Background: an optimization exercise with open tools, aiming at small area and a short achievable clock period. Do not read the settings as production practice. The RTL was checked by simulation tests, not by an equivalence proof against the original design. Power and IR drop assume default switching activity.

==> flow/design.v <==
module alu #(parameter N = 16)
(
    input  [N-1:0] OPA, OPB,
    input CIN, CLK, RST, CE, MODE,
    input [3:0] CMD,
    input [1:0] INP_VALID,
    output reg COUT,
    output reg OFLOW,
    output reg G,
    output reg L,
    output reg E,
    output reg ERR,
    output reg overflow,
    output reg [2*N:0] RES);
    reg [15:0] a, b;
    reg [3:0]  cmd;
    reg        mode, cin;
    reg [1:0]  iv;
    reg        mip;
    reg [24:8] acc;      
    wire v11 = (iv == 2'b11);
    wire v01 = (iv == 2'b01);
    wire v10 = (iv == 2'b10);
    wire is_mul = mode & v11 & ((cmd == 4'd9) | (cmd == 4'd10));
    wire start = ~mip & is_mul;
    always @(posedge CLK or posedge RST) begin
        if (RST) iv <= 2'b00;
        else if (CE & ~start) iv <= INP_VALID;
    end
    always @(posedge CLK) begin
        if (CE) begin
            if (start) begin
                b[7:0] <= b[15:8];
                b[15:8] <= x[7:0];
            end else begin
                a <= OPA; b <= OPB; cmd <= CMD; mode <= MODE; cin <= CIN;
            end
        end
    end
    reg m9;
    always @(posedge CLK) begin
        if (CE) m9 <= ~start & CMD[0];
    end
    wire op9 = cmd[0];
    wire [7:0] sel = b[7:0];
    wire k1 = m9 ^ sel[0];
    wire k2 = m9 & sel[0];
    wire [16:0] r0 = ({17{k1}} & {1'b0, a}) | ({17{k2}} & {a, 1'b0});
    wire [15:0] pp1 = sel[1] ? a : 16'd0;
    wire [15:0] pp2 = sel[2] ? a : 16'd0;
    wire [15:0] pp3 = sel[3] ? a : 16'd0;
    wire [15:0] pp4 = sel[4] ? a : 16'd0;
    wire [15:0] pp5 = sel[5] ? a : 16'd0;
    wire [15:0] pp6 = sel[6] ? a : 16'd0;
    wire [15:0] pp7 = sel[7] ? a : 16'd0;
    wire [16:0] r8 = ({17{mip}} & acc[24:8]) | ({17{m9}} & {1'b0, b});
    wire mc = m9;
    wire hs1 = r0[5] ^ pp1[4];
    wire hc2 = r0[5] & pp1[4];
    wire fs3 = r0[6] ^ pp1[5] ^ pp2[4];
    wire fc4 = (r0[6] & pp1[5]) | (r0[6] & pp2[4]) | (pp1[5] & pp2[4]);
    wire hs5 = pp3[3] ^ pp4[2];
    wire hc6 = pp3[3] & pp4[2];
    wire fs7 = r0[7] ^ pp1[6] ^ pp2[5];
    wire fc8 = (r0[7] & pp1[6]) | (r0[7] & pp2[5]) | (pp1[6] & pp2[5]);
    wire fs9 = pp3[4] ^ pp4[3] ^ pp5[2];
    wire fc10 = (pp3[4] & pp4[3]) | (pp3[4] & pp5[2]) | (pp4[3] & pp5[2]);
    wire hs11 = pp6[1] ^ pp7[0];
    wire hc12 = pp6[1] & pp7[0];
    wire fs13 = r0[8] ^ pp1[7] ^ pp2[6];
    wire fc14 = (r0[8] & pp1[7]) | (r0[8] & pp2[6]) | (pp1[7] & pp2[6]);
    wire fs15 = pp3[5] ^ pp4[4] ^ pp5[3];
    wire fc16 = (pp3[5] & pp4[4]) | (pp3[5] & pp5[3]) | (pp4[4] & pp5[3]);
    wire fs17 = pp6[2] ^ pp7[1] ^ r8[8];
    wire fc18 = (pp6[2] & pp7[1]) | (pp6[2] & r8[8]) | (pp7[1] & r8[8]);
    wire fs19 = r0[9] ^ pp1[8] ^ pp2[7];
    wire fc20 = (r0[9] & pp1[8]) | (r0[9] & pp2[7]) | (pp1[8] & pp2[7]);
    wire fs21 = pp3[6] ^ pp4[5] ^ pp5[4];
    wire fc22 = (pp3[6] & pp4[5]) | (pp3[6] & pp5[4]) | (pp4[5] & pp5[4]);
    wire fs23 = pp6[3] ^ pp7[2] ^ r8[9];
    wire fc24 = (pp6[3] & pp7[2]) | (pp6[3] & r8[9]) | (pp7[2] & r8[9]);
    wire fs25 = r0[10] ^ pp1[9] ^ pp2[8];
    wire fc26 = (r0[10] & pp1[9]) | (r0[10] & pp2[8]) | (pp1[9] & pp2[8]);
    wire fs27 = pp3[7] ^ pp4[6] ^ pp5[5];
    wire fc28 = (pp3[7] & pp4[6]) | (pp3[7] & pp5[5]) | (pp4[6] & pp5[5]);
    wire fs29 = pp6[4] ^ pp7[3] ^ r8[10];
    wire fc30 = (pp6[4] & pp7[3]) | (pp6[4] & r8[10]) | (pp7[3] & r8[10]);
    wire fs31 = r0[11] ^ pp1[10] ^ pp2[9];
    wire fc32 = (r0[11] & pp1[10]) | (r0[11] & pp2[9]) | (pp1[10] & pp2[9]);
    wire fs33 = pp3[8] ^ pp4[7] ^ pp5[6];
    wire fc34 = (pp3[8] & pp4[7]) | (pp3[8] & pp5[6]) | (pp4[7] & pp5[6]);
    wire fs35 = pp6[5] ^ pp7[4] ^ r8[11];
    wire fc36 = (pp6[5] & pp7[4]) | (pp6[5] & r8[11]) | (pp7[4] & r8[11]);
    wire fs37 = r0[12] ^ pp1[11] ^ pp2[10];
    wire fc38 = (r0[12] & pp1[11]) | (r0[12] & pp2[10]) | (pp1[11] & pp2[10]);
    wire fs39 = pp3[9] ^ pp4[8] ^ pp5[7];
    wire fc40 = (pp3[9] & pp4[8]) | (pp3[9] & pp5[7]) | (pp4[8] & pp5[7]);
    wire fs41 = pp6[6] ^ pp7[5] ^ r8[12];
    wire fc42 = (pp6[6] & pp7[5]) | (pp6[6] & r8[12]) | (pp7[5] & r8[12]);
    wire fs43 = r0[13] ^ pp1[12] ^ pp2[11];
    wire fc44 = (r0[13] & pp1[12]) | (r0[13] & pp2[11]) | (pp1[12] & pp2[11]);
    wire fs45 = pp3[10] ^ pp4[9] ^ pp5[8];
    wire fc46 = (pp3[10] & pp4[9]) | (pp3[10] & pp5[8]) | (pp4[9] & pp5[8]);
    wire fs47 = pp6[7] ^ pp7[6] ^ r8[13];
    wire fc48 = (pp6[7] & pp7[6]) | (pp6[7] & r8[13]) | (pp7[6] & r8[13]);
    wire fs49 = r0[14] ^ pp1[13] ^ pp2[12];
    wire fc50 = (r0[14] & pp1[13]) | (r0[14] & pp2[12]) | (pp1[13] & pp2[12]);
    wire fs51 = pp3[11] ^ pp4[10] ^ pp5[9];
    wire fc52 = (pp3[11] & pp4[10]) | (pp3[11] & pp5[9]) | (pp4[10] & pp5[9]);
    wire fs53 = pp6[8] ^ pp7[7] ^ r8[14];
    wire fc54 = (pp6[8] & pp7[7]) | (pp6[8] & r8[14]) | (pp7[7] & r8[14]);
    wire fs55 = r0[15] ^ pp1[14] ^ pp2[13];
    wire fc56 = (r0[15] & pp1[14]) | (r0[15] & pp2[13]) | (pp1[14] & pp2[13]);
    wire fs57 = pp3[12] ^ pp4[11] ^ pp5[10];
    wire fc58 = (pp3[12] & pp4[11]) | (pp3[12] & pp5[10]) | (pp4[11] & pp5[10]);
    wire fs59 = pp6[9] ^ pp7[8] ^ r8[15];
    wire fc60 = (pp6[9] & pp7[8]) | (pp6[9] & r8[15]) | (pp7[8] & r8[15]);
    wire fs61 = r0[16] ^ pp1[15] ^ pp2[14];
    wire fc62 = (r0[16] & pp1[15]) | (r0[16] & pp2[14]) | (pp1[15] & pp2[14]);
    wire fs63 = pp3[13] ^ pp4[12] ^ pp5[11];
    wire fc64 = (pp3[13] & pp4[12]) | (pp3[13] & pp5[11]) | (pp4[12] & pp5[11]);
    wire fs65 = pp6[10] ^ pp7[9] ^ r8[16];
    wire fc66 = (pp6[10] & pp7[9]) | (pp6[10] & r8[16]) | (pp7[9] & r8[16]);
    wire fs67 = pp2[15] ^ pp3[14] ^ pp4[13];
    wire fc68 = (pp2[15] & pp3[14]) | (pp2[15] & pp4[13]) | (pp3[14] & pp4[13]);
    wire hs69 = pp5[12] ^ pp6[11];
    wire hc70 = pp5[12] & pp6[11];
    wire hs71 = pp3[15] ^ pp4[14];
    wire hc72 = pp3[15] & pp4[14];
    wire hs73 = r0[3] ^ pp1[2];
    wire hc74 = r0[3] & pp1[2];
    wire fs75 = r0[4] ^ pp1[3] ^ pp2[2];
    wire fc76 = (r0[4] & pp1[3]) | (r0[4] & pp2[2]) | (pp1[3] & pp2[2]);
    wire hs77 = pp3[1] ^ pp4[0];
    wire hc78 = pp3[1] & pp4[0];
    wire fs79 = hs1 ^ pp2[3] ^ pp3[2];
    wire fc80 = (hs1 & pp2[3]) | (hs1 & pp3[2]) | (pp2[3] & pp3[2]);
    wire fs81 = pp4[1] ^ pp5[0] ^ r8[5];
    wire fc82 = (pp4[1] & pp5[0]) | (pp4[1] & r8[5]) | (pp5[0] & r8[5]);
    wire fs83 = hc2 ^ fs3 ^ hs5;
    wire fc84 = (hc2 & fs3) | (hc2 & hs5) | (fs3 & hs5);
    wire fs85 = pp5[1] ^ pp6[0] ^ r8[6];
    wire fc86 = (pp5[1] & pp6[0]) | (pp5[1] & r8[6]) | (pp6[0] & r8[6]);
    wire fs87 = fc4 ^ hc6 ^ fs7;
    wire fc88 = (fc4 & hc6) | (fc4 & fs7) | (hc6 & fs7);
    wire fs89 = fs9 ^ hs11 ^ r8[7];
    wire fc90 = (fs9 & hs11) | (fs9 & r8[7]) | (hs11 & r8[7]);
    wire fs91 = fc8 ^ fc10 ^ hc12;
    wire fc92 = (fc8 & fc10) | (fc8 & hc12) | (fc10 & hc12);
    wire fs93 = fs13 ^ fs15 ^ fs17;
    wire fc94 = (fs13 & fs15) | (fs13 & fs17) | (fs15 & fs17);
    wire fs95 = fc14 ^ fc16 ^ fc18;
    wire fc96 = (fc14 & fc16) | (fc14 & fc18) | (fc16 & fc18);
    wire fs97 = fs19 ^ fs21 ^ fs23;
    wire fc98 = (fs19 & fs21) | (fs19 & fs23) | (fs21 & fs23);
    wire fs99 = fc20 ^ fc22 ^ fc24;
    wire fc100 = (fc20 & fc22) | (fc20 & fc24) | (fc22 & fc24);
    wire fs101 = fs25 ^ fs27 ^ fs29;
    wire fc102 = (fs25 & fs27) | (fs25 & fs29) | (fs27 & fs29);
    wire fs103 = fc26 ^ fc28 ^ fc30;
    wire fc104 = (fc26 & fc28) | (fc26 & fc30) | (fc28 & fc30);
    wire fs105 = fs31 ^ fs33 ^ fs35;
    wire fc106 = (fs31 & fs33) | (fs31 & fs35) | (fs33 & fs35);
    wire fs107 = fc32 ^ fc34 ^ fc36;
    wire fc108 = (fc32 & fc34) | (fc32 & fc36) | (fc34 & fc36);
    wire fs109 = fs37 ^ fs39 ^ fs41;
    wire fc110 = (fs37 & fs39) | (fs37 & fs41) | (fs39 & fs41);
    wire fs111 = fc38 ^ fc40 ^ fc42;
    wire fc112 = (fc38 & fc40) | (fc38 & fc42) | (fc40 & fc42);
    wire fs113 = fs43 ^ fs45 ^ fs47;
    wire fc114 = (fs43 & fs45) | (fs43 & fs47) | (fs45 & fs47);
    wire fs115 = fc44 ^ fc46 ^ fc48;
    wire fc116 = (fc44 & fc46) | (fc44 & fc48) | (fc46 & fc48);
    wire fs117 = fs49 ^ fs51 ^ fs53;
    wire fc118 = (fs49 & fs51) | (fs49 & fs53) | (fs51 & fs53);
    wire fs119 = fc50 ^ fc52 ^ fc54;
    wire fc120 = (fc50 & fc52) | (fc50 & fc54) | (fc52 & fc54);
    wire fs121 = fs55 ^ fs57 ^ fs59;
    wire fc122 = (fs55 & fs57) | (fs55 & fs59) | (fs57 & fs59);
    wire fs123 = fc56 ^ fc58 ^ fc60;
    wire fc124 = (fc56 & fc58) | (fc56 & fc60) | (fc58 & fc60);
    wire fs125 = fs61 ^ fs63 ^ fs65;
    wire fc126 = (fs61 & fs63) | (fs61 & fs65) | (fs63 & fs65);
    wire fs127 = fc62 ^ fc64 ^ fc66;
    wire fc128 = (fc62 & fc64) | (fc62 & fc66) | (fc64 & fc66);
    wire fs129 = fs67 ^ hs69 ^ pp7[10];
    wire fc130 = (fs67 & hs69) | (fs67 & pp7[10]) | (hs69 & pp7[10]);
    wire fs131 = fc68 ^ hc70 ^ hs71;
    wire fc132 = (fc68 & hc70) | (fc68 & hs71) | (hc70 & hs71);
    wire fs133 = pp5[13] ^ pp6[12] ^ pp7[11];
    wire fc134 = (pp5[13] & pp6[12]) | (pp5[13] & pp7[11]) | (pp6[12] & pp7[11]);
    wire fs135 = hc72 ^ pp4[15] ^ pp5[14];
    wire fc136 = (hc72 & pp4[15]) | (hc72 & pp5[14]) | (pp4[15] & pp5[14]);
    wire hs137 = pp6[13] ^ pp7[12];
    wire hc138 = pp6[13] & pp7[12];
    wire hs139 = pp5[15] ^ pp6[14];
    wire hc140 = pp5[15] & pp6[14];
    wire hs141 = r0[2] ^ pp1[1];
    wire hc142 = r0[2] & pp1[1];
    wire fs143 = hs73 ^ pp2[1] ^ pp3[0];
    wire fc144 = (hs73 & pp2[1]) | (hs73 & pp3[0]) | (pp2[1] & pp3[0]);
    wire fs145 = hc74 ^ fs75 ^ hs77;
    wire fc146 = (hc74 & fs75) | (hc74 & hs77) | (fs75 & hs77);
    wire fs147 = fc76 ^ hc78 ^ fs79;
    wire fc148 = (fc76 & hc78) | (fc76 & fs79) | (hc78 & fs79);
    wire fs149 = fc80 ^ fc82 ^ fs83;
    wire fc150 = (fc80 & fc82) | (fc80 & fs83) | (fc82 & fs83);
    wire fs151 = fc84 ^ fc86 ^ fs87;
    wire fc152 = (fc84 & fc86) | (fc84 & fs87) | (fc86 & fs87);
    wire fs153 = fc88 ^ fc90 ^ fs91;
    wire fc154 = (fc88 & fc90) | (fc88 & fs91) | (fc90 & fs91);
    wire fs155 = fc92 ^ fc94 ^ fs95;
    wire fc156 = (fc92 & fc94) | (fc92 & fs95) | (fc94 & fs95);
    wire fs157 = fc96 ^ fc98 ^ fs99;
    wire fc158 = (fc96 & fc98) | (fc96 & fs99) | (fc98 & fs99);
    wire fs159 = fc100 ^ fc102 ^ fs103;
    wire fc160 = (fc100 & fc102) | (fc100 & fs103) | (fc102 & fs103);
    wire fs161 = fc104 ^ fc106 ^ fs107;
    wire fc162 = (fc104 & fc106) | (fc104 & fs107) | (fc106 & fs107);
    wire fs163 = fc108 ^ fc110 ^ fs111;
    wire fc164 = (fc108 & fc110) | (fc108 & fs111) | (fc110 & fs111);
    wire fs165 = fc112 ^ fc114 ^ fs115;
    wire fc166 = (fc112 & fc114) | (fc112 & fs115) | (fc114 & fs115);
    wire fs167 = fc116 ^ fc118 ^ fs119;
    wire fc168 = (fc116 & fc118) | (fc116 & fs119) | (fc118 & fs119);
    wire fs169 = fc120 ^ fc122 ^ fs123;
    wire fc170 = (fc120 & fc122) | (fc120 & fs123) | (fc122 & fs123);
    wire fs171 = fc124 ^ fc126 ^ fs127;
    wire fc172 = (fc124 & fc126) | (fc124 & fs127) | (fc126 & fs127);
    wire fs173 = fc128 ^ fc130 ^ fs131;
    wire fc174 = (fc128 & fc130) | (fc128 & fs131) | (fc130 & fs131);
    wire fs175 = fc132 ^ fc134 ^ fs135;
    wire fc176 = (fc132 & fc134) | (fc132 & fs135) | (fc134 & fs135);
    wire fs177 = fc136 ^ hc138 ^ hs139;
    wire fc178 = (fc136 & hc138) | (fc136 & hs139) | (hc138 & hs139);
    wire hs179 = hc140 ^ pp6[15];
    wire hc180 = hc140 & pp6[15];
    wire hs181 = r0[0] ^ r8[0];
    wire hc182 = r0[0] & r8[0];
    wire fs183 = r0[1] ^ pp1[0] ^ r8[1];
    wire fc184 = (r0[1] & pp1[0]) | (r0[1] & r8[1]) | (pp1[0] & r8[1]);
    wire fs185 = hs141 ^ pp2[0] ^ r8[2];
    wire fc186 = (hs141 & pp2[0]) | (hs141 & r8[2]) | (pp2[0] & r8[2]);
    wire fs187 = hc142 ^ fs143 ^ r8[3];
    wire fc188 = (hc142 & fs143) | (hc142 & r8[3]) | (fs143 & r8[3]);
    wire fs189 = fc144 ^ fs145 ^ r8[4];
    wire fc190 = (fc144 & fs145) | (fc144 & r8[4]) | (fs145 & r8[4]);
    wire fs191 = fc146 ^ fs147 ^ fs81;
    wire fc192 = (fc146 & fs147) | (fc146 & fs81) | (fs147 & fs81);
    wire fs193 = fc148 ^ fs149 ^ fs85;
    wire fc194 = (fc148 & fs149) | (fc148 & fs85) | (fs149 & fs85);
    wire fs195 = fc150 ^ fs151 ^ fs89;
    wire fc196 = (fc150 & fs151) | (fc150 & fs89) | (fs151 & fs89);
    wire fs197 = fc152 ^ fs153 ^ fs93;
    wire fc198 = (fc152 & fs153) | (fc152 & fs93) | (fs153 & fs93);
    wire fs199 = fc154 ^ fs155 ^ fs97;
    wire fc200 = (fc154 & fs155) | (fc154 & fs97) | (fs155 & fs97);
    wire fs201 = fc156 ^ fs157 ^ fs101;
    wire fc202 = (fc156 & fs157) | (fc156 & fs101) | (fs157 & fs101);
    wire fs203 = fc158 ^ fs159 ^ fs105;
    wire fc204 = (fc158 & fs159) | (fc158 & fs105) | (fs159 & fs105);
    wire fs205 = fc160 ^ fs161 ^ fs109;
    wire fc206 = (fc160 & fs161) | (fc160 & fs109) | (fs161 & fs109);
    wire fs207 = fc162 ^ fs163 ^ fs113;
    wire fc208 = (fc162 & fs163) | (fc162 & fs113) | (fs163 & fs113);
    wire fs209 = fc164 ^ fs165 ^ fs117;
    wire fc210 = (fc164 & fs165) | (fc164 & fs117) | (fs165 & fs117);
    wire fs211 = fc166 ^ fs167 ^ fs121;
    wire fc212 = (fc166 & fs167) | (fc166 & fs121) | (fs167 & fs121);
    wire fs213 = fc168 ^ fs169 ^ fs125;
    wire fc214 = (fc168 & fs169) | (fc168 & fs125) | (fs169 & fs125);
    wire fs215 = fc170 ^ fs171 ^ fs129;
    wire fc216 = (fc170 & fs171) | (fc170 & fs129) | (fs171 & fs129);
    wire fs217 = fc172 ^ fs173 ^ fs133;
    wire fc218 = (fc172 & fs173) | (fc172 & fs133) | (fs173 & fs133);
    wire fs219 = fc174 ^ fs175 ^ hs137;
    wire fc220 = (fc174 & fs175) | (fc174 & hs137) | (fs175 & hs137);
    wire fs221 = fc176 ^ fs177 ^ pp7[13];
    wire fc222 = (fc176 & fs177) | (fc176 & pp7[13]) | (fs177 & pp7[13]);
    wire fs223 = fc178 ^ hs179 ^ pp7[14];
    wire fc224 = (fc178 & hs179) | (fc178 & pp7[14]) | (hs179 & pp7[14]);
    wire hs225 = hc180 ^ pp7[15];
    wire hc226 = hc180 & pp7[15];
    wire [24:0] xa = {1'b0, hc226, fc224, fc222, fc220, fc218, fc216, fc214, fc212, fc210, fc208, fc206, fc204, fc202, fc200, fc198, fc196, fc194, fc192, fc190, fc188, fc186, fc184, hc182, hs181};
    wire [24:0] xb = {1'b0, 1'b0, hs225, fs223, fs221, fs219, fs217, fs215, fs213, fs211, fs209, fs207, fs205, fs203, fs201, fs199, fs197, fs195, fs193, fs191, fs189, fs187, fs185, fs183, mc};
    wire [24:0] x = xa + xb;
    always @(posedge CLK) begin
        if (~mip) acc <= x[24:8];
    end
    wire incdec = ~v11;                        
    wire dec = cmd[0];                         
    wire sgn = (cmd == 4'd11) | (cmd == 4'd12);
    wire sub = (cmd == 4'd1) | (cmd == 4'd3) | (cmd == 4'd12);
    wire [15:0] xo = v01 ? b : a;
    wire [16:0] xs = {sgn & a[15], xo};
    wire [16:0] yb = {sgn & b[15], b};
    wire [16:0] ys = incdec ? {17{dec}} : (sub ? ~yb : yb);
    wire cs = incdec ? ~dec : (cmd == 4'd2) ? cin : (cmd == 4'd3) ? ~cin : sub;
    wire [17:0] s1 = {xs, 1'b1} + {ys, cs};    
    wire [16:0] s = s1[17:1];
    wire [15:0] ca = {a[15] ^ sgn, a[14:0]};
    wire [15:0] cb = {b[15] ^ sgn, b[14:0]};
    wire eq = (a == b);
    wire lt = (ca < cb);
    wire b_one = &b;
    reg [3:0] lut;
    always @* begin
        lut = 4'b0000;
        if (~mode) begin
            if (v11) begin
                case (cmd)
                    4'd0: lut = 4'b1000;
                    4'd1: lut = 4'b0111;
                    4'd2: lut = 4'b1110;
                    4'd3: lut = 4'b0001;
                    4'd4: lut = 4'b0110;
                    4'd5: lut = 4'b1001;
                    default: lut = 4'b0000;
                endcase
            end else if (v01) begin
                if (cmd == 4'd7) lut = 4'b0101;    
            end else if (v10) begin
                if (cmd == 4'd6) lut = 4'b0011;    
            end
        end
    end
    wire [15:0] lg = (a & b & {16{lut[3]}}) | (a & ~b & {16{lut[2]}}) |
                     (~a & b & {16{lut[1]}}) | (~a & ~b & {16{lut[0]}});
    wire rotop = v11;                          
    wire [3:0] ramt = cmd[0] ? (rotop ? b[3:0] : 4'd15) : (rotop ? (4'd0 - b[3:0]) : 4'd1);
    wire [15:0] r1 = ramt[0] ? {xo[0], xo[15:1]} : xo;
    wire [15:0] r2 = ramt[1] ? {r1[1:0], r1[15:2]} : r1;
    wire [15:0] r3 = ramt[2] ? {r2[3:0], r2[15:4]} : r2;
    wire [15:0] rot = ramt[3] ? {r3[7:0], r3[15:8]} : r3;
    wire big = |b[15:4];
    reg selS, selS16, selExt, holdLo, holdHi, selRot, selShr, selShl;
    reg cn, on, gn, ln, en, errn, ovn;
    always @* begin
        selS = 0; selS16 = 0; selExt = 0; holdLo = 0; holdHi = 0;
        selRot = 0; selShr = 0; selShl = 0;
        cn = 0; on = 0; gn = 0; ln = 0; en = 0; errn = 0; ovn = 0;
        if (mip) begin
        end else if (iv == 2'b00) begin
            holdLo = 1; holdHi = 1;
        end else if (mode) begin
            if (v11) begin
                case (cmd)
                    4'd0: begin selS = 1; selS16 = 1; holdHi = 1; cn = s[16]; end
                    4'd1: begin selS = 1; selS16 = 1; selExt = 1; on = s[16]; end
                    4'd2: begin selS = 1; selS16 = 1; end
                    4'd3: begin selS = 1; selS16 = 1; selExt = 1; on = s[16] & ~(cin & b_one); end
                    4'd8: begin en = eq; gn = ~eq & ~lt; ln = lt; end
                    4'd9, 4'd10: begin holdLo = 1; holdHi = 1; end
                    4'd11: begin selS = 1; selS16 = 1; selExt = 1;
                                 ovn = ~(a[15] ^ b[15]) & (s[15] ^ a[15]);
                                 en = eq; gn = ~eq & ~lt; ln = lt; end
                    4'd12: begin selS = 1; selS16 = 1; selExt = 1;
                                 ovn = (a[15] ^ b[15]) & (s[15] ^ a[15]);
                                 en = eq; gn = ~eq & ~lt; ln = lt; end
                    default: errn = 1;
                endcase
            end else if (v01) begin
                case (cmd)
                    4'd6: begin selS = 1; errn = s[16]; end
                    4'd7: begin selS = 1; on = s[16]; end
                    default: errn = 1;
                endcase
            end else begin
                case (cmd)
                    4'd4: begin selS = 1; errn = s[16]; end
                    4'd5: begin selS = 1; on = s[16]; errn = s[16]; end
                    default: errn = 1;
                endcase
            end
        end else begin
            if (v11) begin
                case (cmd)
                    4'd0, 4'd1, 4'd2, 4'd3, 4'd4, 4'd5: ;
                    4'd12, 4'd13: begin selRot = ~big; errn = big; end
                    default: errn = 1;
                endcase
            end else if (v01) begin
                case (cmd)
                    4'd7: ;
                    4'd10: selShr = 1;
                    4'd11: selShl = 1;
                    default: errn = 1;
                endcase
            end else begin
                case (cmd)
                    4'd6: ;
                    4'd8: selShr = 1;
                    4'd9: selShl = 1;
                    default: errn = 1;
                endcase
            end
        end
    end
    wire [15:0] rsel = {selRot | selShl, {14{selRot | selShl | selShr}}, selRot | selShr};
    wire [32:0] y = {{16{selExt & s[16]}},
                     (selS16 & s[16]) | (selShl & xo[15]),
                     ({16{selS}} & s[15:0]) | lg | (rsel & rot)};
    wire [32:0] prod9 = {x, b[15:8]};
    wire [32:0] prod10 = {x[23:0], b[15:8], 1'b0};
    wire p9 = CE & mip & op9;
    wire p10 = CE & mip & ~op9;
    wire ldLo = CE & ~mip & ~holdLo;
    wire ldHi = CE & ~mip & ~holdHi;
    wire [32:0] rn;
    assign rn[16:0] = ({17{p9}} & prod9[16:0]) | ({17{p10}} & prod10[16:0]) |
                      ({17{ldLo}} & y[16:0]) | ({17{~(p9 | p10 | ldLo)}} & RES[16:0]);
    assign rn[32:17] = ({16{p9}} & prod9[32:17]) | ({16{p10}} & prod10[32:17]) |
                       ({16{ldHi}} & y[32:17]) | ({16{~(p9 | p10 | ldHi)}} & RES[32:17]);
    always @(posedge CLK or posedge RST) begin
        if (RST) RES <= 0;
        else RES <= rn;
    end
    always @(posedge CLK or posedge RST) begin
        if (RST) begin
            COUT <= 0; OFLOW <= 0; G <= 0; L <= 0; E <= 0; ERR <= 0; overflow <= 0;
            mip <= 0;
        end else if (CE) begin
            COUT <= cn; OFLOW <= on; G <= gn; L <= ln; E <= en; ERR <= errn; overflow <= ovn;
            mip <= start;
        end
    end
endmodule
==> flow/flow/run.sh <==
#!/bin/bash
# The standard layout with these changes:
# - synthesis maps no half adders (ha cells are added to the platform's
#   don't-use list), so Yosys extracts full adders only and ABC maps the rest;
# - between synthesis and floorplan, fixinv.py flips full adders that Yosys
#   left with inverted inputs or outputs (a full adder is self-dual), so the
#   inverters around them go; registers and all else stay as synthesized;
# - the port buffers that placement inserts on every input and output are
#   buf_1 cells instead of the default delay buffer.
set -euo pipefail
W=$(pwd)
R=$W/orfs/results/$FLOW_PLATFORM/alu/base
# the platform's own don't-use list, plus the half adders
PLAT=$(awk '/^export DONT_USE_CELLS/{on=1; next} on && /^[^ \t]/{on=0} on' \
       "$FLOW_HOME/platforms/$FLOW_PLATFORM/config.mk" | tr -d '\\' | xargs)
DU="DONT_USE_CELLS=$PLAT sky130_fd_sc_hd__ha_1 sky130_fd_sc_hd__ha_2 sky130_fd_sc_hd__ha_4"
echo "$DU" > dont_use.log
bash standard.sh "$DU" "$R/1_2_yosys.v" > synth.log 2>&1
cp "$R/1_2_yosys.v" 1_2_yosys.synth.v
python3 flow/fixinv.py "$R/1_2_yosys.v" > fixinv.log 2>&1
bash standard.sh "$DU" "BUFFER_PORTS_ARGS=-buffer_cell sky130_fd_sc_hd__buf_1" finish > layout.log 2>&1
==> flow/flow/fixinv.py <==
#!/usr/bin/env python3
"""Removes inverters around full adders in a flat sky130 netlist.

A full adder is self-dual: FA(~a, ~b, ~c) = (~sum, ~cout).  Yosys's extract_fa
leaves many full adders with inverted inputs or outputs; flipping such an adder
(feeding it the complemented inputs and complementing its outputs) lets the
inverters around it go.  Only combinational inverters and full adders change;
every register stays as it is.
usage: fixinv.py netlist.v [out.v]"""
import re, sys

src = open(sys.argv[1]).read()
out = sys.argv[2] if len(sys.argv) > 2 else sys.argv[1]
cell_re = re.compile(r'^  (sky130_fd_sc_hd__\w+) (\S+)\s+\((.*?)\n  \);\n', re.S | re.M)
first = cell_re.search(src)
head = src[:first.start()]
tail = src[src.rindex('endmodule'):]
cells = {}
order = []
for m in cell_re.finditer(src):
    typ, name, body = m.group(1), m.group(2), m.group(3)
    pins = dict((k, v.strip()) for k, v in re.findall(r'\.(\w+)\(([^()]*)\)', body))
    cells[name] = [typ, pins]
    order.append(name)
assert src[first.start():src.rindex('endmodule')].count(';') == len(order), "unparsed text"
OUTP = {'X', 'Y', 'SUM', 'COUT', 'Q', 'Q_N', 'HI', 'LO'}
INV = re.compile(r'sky130_fd_sc_hd__(inv|clkinv)_\d+$')
ports = set()
for m in re.finditer(r'^\s*(input|output)\s+(\[\d+:\d+\]\s+)?(\S+);', head, re.M):
    ports.add(m.group(3))
def portnet(n):
    return n.split('[')[0] in ports

def rebuild():
    global drv, loads
    drv, loads = {}, {}
    for name, (typ, pins) in cells.items():
        for p, n in pins.items():
            if p in OUTP:
                drv[n] = (name, p)
            else:
                loads.setdefault(n, []).append((name, p))
rebuild()
def is_inv(name):
    return name in cells and INV.match(cells[name][0])

cnt = [0]
def newnet():
    cnt[0] += 1
    return f"_fixinv{cnt[0]}_"
def newinv(a, y):
    cnt[0] += 1
    nm = f"_fixinv_cell{cnt[0]}_"
    cells[nm] = ['sky130_fd_sc_hd__inv_1', {'A': a, 'Y': y}]
    order.append(nm)
newnets = []

def gain(f):
    typ, pins = cells[f]
    g = 0
    for p in ('A', 'B', 'CIN'):
        n = pins[p]
        d = drv.get(n)
        if d and is_inv(d[0]):
            if len(loads.get(n, [])) == 1 and not portnet(n):
                g += 1
        else:
            if not any(is_inv(c) for c, _ in loads.get(n, [])):
                g -= 1
    for p in ('SUM', 'COUT'):
        n = pins[p]
        if portnet(n):
            return -99
        ls = loads.get(n, [])
        invs = [c for c, _ in ls if is_inv(c) and not portnet(cells[c][1]['Y'])]
        g += len(invs)
        if len(invs) < len(ls):
            g -= 1
    return g

def flip(f):
    typ, pins = cells[f]
    for p in ('A', 'B', 'CIN'):
        n = pins[p]
        d = drv.get(n)
        if d and is_inv(d[0]):
            pins[p] = cells[d[0]][1]['A']
        else:
            inv = [c for c, _ in loads.get(n, []) if is_inv(c)]
            if inv:
                pins[p] = cells[inv[0]][1]['Y']
            else:
                y = newnet(); newnets.append(y); newinv(n, y); pins[p] = y
    for p in ('SUM', 'COUT'):
        n = pins[p]
        n2 = newnet(); newnets.append(n2)
        pins[p] = n2
        rest = []
        for c, cp in loads.get(n, []):
            if is_inv(c) and not portnet(cells[c][1]['Y']):
                k = cells[c][1]['Y']
                for c2, p2 in loads.get(k, []):
                    cells[c2][1][p2] = n2
                del cells[c]
            else:
                rest.append((c, cp))
        if rest:
            newinv(n2, n)
    # drop inverters left without loads
    rebuild()
    changed = True
    while changed:
        changed = False
        for c in list(cells):
            if is_inv(c):
                y = cells[c][1]['Y']
                if not loads.get(y) and not portnet(y):
                    del cells[c]; changed = True
        if changed:
            rebuild()

def ninv():
    return sum(1 for c in cells if is_inv(c))
before = ninv()
while True:
    best = None
    for f, (typ, pins) in cells.items():
        if typ.startswith('sky130_fd_sc_hd__fa_'):
            g = gain(f)
            if g > 0 and (best is None or g > best[0]):
                best = (g, f)
    if best is None:
        break
    n0 = ninv()
    flip(best[1])
    assert ninv() < n0, (best, n0, ninv())
after = ninv()
order = [c for c in order if c in cells]
with open(out, 'w') as fo:
    fo.write(head)
    for n in newnets:
        fo.write(f"  wire {n};\n")
    for c in order:
        typ, pins = cells[c]
        fo.write(f"  {typ} {c} (\n" + ",\n".join(f"    .{p}({n}{' ' if n.startswith(chr(92)) else ''})" for p, n in pins.items()) + "\n  );\n")
    fo.write(tail)
print(f"fixinv: inverters {before} -> {after}", file=sys.stderr)
==> flow/standard.sh <==
#!/bin/bash
# synth_recipe.tcl (not shown) runs the flow's synth.tcl, then flattens the netlist and writes it again
# the make line also repeats each setting of config.mk as NAME=value (left out here)
make -C /OpenROAD-flow-scripts/flow DESIGN_CONFIG=/design/flow/config.mk WORK_HOME=/design/flow/orfs CLKGATE_MAP_FILE= SYNTH_SCRIPT=/design/flow/synth_recipe.tcl "${@:-finish}"
==> flow/config.mk <==
export PLATFORM = sky130hd
export DESIGN_NAME = alu
export DESIGN_NICKNAME = alu
export VERILOG_FILES = /design/flow/design.v
export SDC_FILE = /design/flow/constraint.sdc
export NUM_CORES = 4
export LEC_CHECK = 0
export ABC_AREA = 1
export CAP_MARGIN = 20
export CORE_MARGIN = 2
export CORE_UTILIZATION = 40
export SETUP_SLACK_MARGIN = 5
export SLEW_MARGIN = 20
export TNS_END_PERCENT = 0
==> flow/constraint.sdc <==
create_clock -name core_clock -period 10.0 [get_ports {CLK}]
set_input_delay 2.0000 -clock core_clock [delete_from_list [all_inputs] [get_ports {CLK}]]
set_output_delay 2.0000 -clock core_clock [all_outputs]
set_load 0.01 [all_outputs]
==> report_table.html <==
<table>
<tr><th>Metric</th><th>Value</th></tr>
<tr><th colspan="2">Floorplanning</th></tr>
<tr><td>Cell Rows</td><td>65</td></tr>
<tr><td>Core box area</td><td>31500 sq um</td></tr>
<tr><td>Starting density of the core</td><td>0.405</td></tr>
<tr><td>Area of the die</td><td>33300 sq um</td></tr>
<tr><td>Die boundary height</td><td>183 microns</td></tr>
<tr><td>Io pins</td><td>83</td></tr>
<tr><td>Die span in x</td><td>183 microns</td></tr>
<tr><th colspan="2">Detailed routing</th></tr>
<tr><td>Avg Vias per Cell</td><td>5.65</td></tr>
<tr><td>Router iterations before antenna repair</td><td>5</td></tr>
<tr><td>Final routed wirelength across all metal layers</td><td>50500 microns</td></tr>
<tr><td>Average wire length per cell after detail routing</td><td>21.9 microns</td></tr>
<tr><td>Detailed router's first-iteration violation count</td><td>1272</td></tr>
<tr><td>Antenna violation net count after detailed routing</td><td>0</td></tr>
<tr><td>Drt drc</td><td>0</td></tr>
<tr><td>Total via count in the routed design</td><td>13032</td></tr>
<tr><th colspan="2">GRT</th></tr>
<tr><td>Maximum number of pins on one net before global-route repair</td><td>44</td></tr>
<tr><td>Aggregate global routing overflow</td><td>0</td></tr>
<tr><td>Wire length of the first global-routing pass</td><td>76800 microns</td></tr>
<tr><td>Antenna violations before repair</td><td>0</td></tr>
<tr><td>GRT Resource Usage Total</td><td>0.306</td></tr>
<tr><td>Via count of the first global-routing pass</td><td>12762</td></tr>
<tr><th colspan="2">STA</th></tr>
<tr><td>Unrepaired setup endpoints after global routing</td><td>yes</td></tr>
<tr><td>Hold violation count in the final report</td><td>0</td></tr>
<tr><td>Min Clock Period, post-route</td><td>4810 ps</td></tr>
<tr><td>Final worst path period share</td><td>0.481</td></tr>
<tr><td>Setup TNS Final</td><td>0 ps</td></tr>
<tr><td>Relative max-transition margin</td><td>0.405</td></tr>
<tr><td>Final setup viols</td><td>0</td></tr>
<tr><td>Fmax</td><td>208 MHz</td></tr>
<tr><td>Fin Clk Skew</td><td>16.2 ps</td></tr>
<tr><td>Final Max Slew Viols</td><td>0</td></tr>
<tr><td>Transition at the pin with the smallest max-transition slack</td><td>892 ps</td></tr>
<tr><th colspan="2">Pwr</th></tr>
<tr><td>Peak supply drop</td><td>225 uV</td></tr>
<tr><td>Power per cell area</td><td>247 nW/um^2</td></tr>
<tr><td>Leak</td><td>6.68 nW</td></tr>
<tr><th colspan="2">Finish</th></tr>
<tr><td>Layout cells sized above 1</td><td>0.140</td></tr>
<tr><td>Total non-filler cell area in the finished layout</td><td>14400 sq um</td></tr>
<tr><td>Leading cell type in the layout, fill and taps excluded</td><td>sky130_fd_sc_hd__nand2_1</td></tr>
<tr><td>Area added between synthesis and finish</td><td>12.6%</td></tr>
<tr><td>Fin nets</td><td>2046</td></tr>
<tr><td>Diodes inserted</td><td>0</td></tr>
<tr><td>Most used cells in the layout excluding fill and tap cells</td><td>sky130_fd_sc_hd__nand2_1, sky130_fd_sc_hd__inv_1, sky130_fd_sc_hd__nand3_1</td></tr>
<tr><th colspan="2">Clocking</th></tr>
<tr><td>Max Buffers Root-to-Sink</td><td>2</td></tr>
<tr><td>Buffer type at the clock tree root</td><td>sky130_fd_sc_hd__clkbuf_16</td></tr>
<tr><td>Register clock-pin slew on the reported worst setup and hold paths</td><td>90 ps</td></tr>
<tr><td>Hold buffer count at cts</td><td>0</td></tr>
<tr><td>Clock network latency to the later pin of the worst-skew pair</td><td>380 ps</td></tr>
<tr><td>Number of buffers inserted during clock tree synthesis</td><td>9</td></tr>
<tr><td>Clock tree from TritonCTS</td><td>built</td></tr>
<tr><td>Number of H-tree branching levels</td><td>3</td></tr>
<tr><td>Clock sink count</td><td>99</td></tr>
<tr><th colspan="2">Hold path</th></tr>
<tr><td>Class of the tightest hold or removal check</td><td>reg -&gt; reg</td></tr>
<tr><th colspan="2">Flow run</th></tr>
<tr><td>Number of violations of the max-capacitance limit</td><td>0</td></tr>
<tr><th colspan="2">Worst setup path</th></tr>
<tr><td>Number of cell instances on the worst register-to-register path</td><td>17</td></tr>
<tr><td>Arrival time of the worst setup path</td><td>4960 ps</td></tr>
<tr><td>Worst Setup End Kind</td><td>flip-flop</td></tr>
<tr><td>Reg-to-reg endpoint</td><td>acc[22]</td></tr>
<tr><td>Startpoint of the worst-slack reg-to-reg timing path</td><td>b[10]</td></tr>
<tr><td>Worst path required time</td><td>10140 ps</td></tr>
<tr><td>Capturing instance or port of the critical path</td><td>acc[22]</td></tr>
<tr><td>Kind of launch point of the worst setup path</td><td>flip-flop</td></tr>
<tr><td>R2R Setup Slk</td><td>5190 ps</td></tr>
<tr><td>Category of the critical setup timing path</td><td>reg -&gt; reg</td></tr>
<tr><td>Source of the critical timing path</td><td>b[10]</td></tr>
<tr><td>Max FO, Critical Path</td><td>6</td></tr>
<tr><th colspan="2">Synth</th></tr>
<tr><td>Nets in the synthesized netlist</td><td>1957</td></tr>
<tr><td>Ys Warns</td><td>1</td></tr>
<tr><td>Mean post-synth cell area</td><td>7.03 sq um</td></tr>
<tr><td>Cells after Synth</td><td>1812</td></tr>
<tr><td>Synthesized cell area</td><td>12700 sq um</td></tr>
<tr><th colspan="2">Placed design</th></tr>
<tr><td>Total of buffers placed on input and output ports</td><td>82</td></tr>
<tr><td>Gp weighted congestion</td><td>0.996</td></tr>
<tr><td>HPWL after detailed placement</td><td>38400 microns</td></tr>
<tr><td>Post-detailed-placement cell area</td><td>13200 sq um</td></tr>
<tr><th colspan="2">Status</th></tr>
<tr><td>Status</td><td>timing/DRC/antenna clean</td></tr>
</table>
==> where the power goes <==
part           switching (W)  total (W)  internal, W
Combinational        0.00164    0.00250     0.000862
Sequential         0.0000576   0.000643     0.000585
Clock               0.000219   0.000400     0.000181
==> routing by layer <==
layer	track usage	up-vias	wire length (microns)
li1	-	6040	-
met1	0.384	6194	19700
met2	0.509	642	23800
met3	0.0439	156	3760
met4	0.172	0	3320
met5	0	-	0
==> registers in the layout, summed over array words and instances (netlist names) <==
register,count
RES,33
acc,17
a,16
b,16
cmd,4
iv,2
COUT,1
E,1
ERR,1
G,1
L,1
OFLOW,1
cin,1
m9,1
mip,1
mode,1
overflow,1
==> how the worst min path moves through the flow <==
stage	start	to	slack, ps	cells after the start
2_1_floorplan	ERR	ERR	520	2
3_3_place_gp	overflow	overflow	470	2
3_5_place_dp	overflow	overflow	480	2
4_1_cts	overflow	overflow	500	2
5_1_grt	overflow	overflow	520	2
6_report	overflow	overflow	490	2
==> what timing repair did <==
| item | CTS | global route |
|---|---|---|
| gates cloned | 0 | 2 |
| setup endpoints to repair | 35 | 30 |
| resized for setup | 19 | 90 |
| buffers inserted | 25 | 30 |
| pin swaps | 2 | 37 |
==> worst max-delay path, stage by stage (launching register included) <==
cell,delay (ps)
sky130_fd_sc_hd__edfxtp_1,460
sky130_fd_sc_hd__inv_1,390
sky130_fd_sc_hd__o21ai_0,140
sky130_fd_sc_hd__inv_1,170
sky130_fd_sc_hd__fa_2,460
sky130_fd_sc_hd__fa_1,450
sky130_fd_sc_hd__fa_1,490
sky130_fd_sc_hd__fa_1,560
sky130_fd_sc_hd__nand2_1,100
sky130_fd_sc_hd__a21oi_1,270
sky130_fd_sc_hd__o21ai_0,180
sky130_fd_sc_hd__a31oi_1,220
sky130_fd_sc_hd__nand3_2,120
sky130_fd_sc_hd__nand3_1,90
sky130_fd_sc_hd__nand2_2,70
sky130_fd_sc_hd__nand2_1,100
sky130_fd_sc_hd__nand3_1,110
sky130_fd_sc_hd__and2_1,180
==> metrics by stage <==
step | utilization | hold slack, ps | cells | setup slack, ps | total power (W)
after floorplan | - | 515 | 1812 | 5190 | 0.00214
after global placement | 0.419 | 467 | 2234 | 4250 | 0.00277
after global routing | 0.456 | 521 | 2308 | 4960 | 0.00380
final | 0.456 | 488 | 2308 | 5190 | 0.00354
after CTS | 0.438 | 501 | 2275 | 4980 | 0.00325
after detailed placement | 0.419 | 480 | 2234 | 4280 | 0.00276
==> cell type report <==
| class | count | area [sq um] |
|---|---|---|
| Inverter | 257 | 985 |
| Timing Repair Buffer | 153 | 896 |
| Clock buffer | 9 | 225 |
| Multi-Input combinational cell | 1381 | 8900 |
| Clock inverter | 7 | 91.3 |
| Sequential cell | 99 | 2760 |
| Fill cell | 3232 | 17100 |
| Tap cell | 402 | 503 |

## static timing again, ports no longer ideal
No port has a modelled driver above. Below, the same layout with a new extraction and two added sets of constraints.
Step 1 sets driving cells, clkbuf_16 on the clock port and buf_2 on the other inputs (assumed; they add their load-dependent delay and slew).
Step 2 also shifts input and output timing later by t, the mid clock arrival at the registers, as if the neighbouring blocks saw the same clock.
a / b / c = ideal ports / drivers / drivers and shift; a / b = the first two.
t, ns: 0.430
setup WS [ns]: 5.186 / 5.186 / 5.186
worst setup path at the end: register to register
latest minus earliest clock arrival (ns): 0.016 / 0.016
slew at the worst register clock pin (ns): 0.10 / 0.10
After both steps this run still meets setup and hold. For this run, drivers alone change the setup slack by 0.000 ns; drivers and shift together by 0.000 ns.
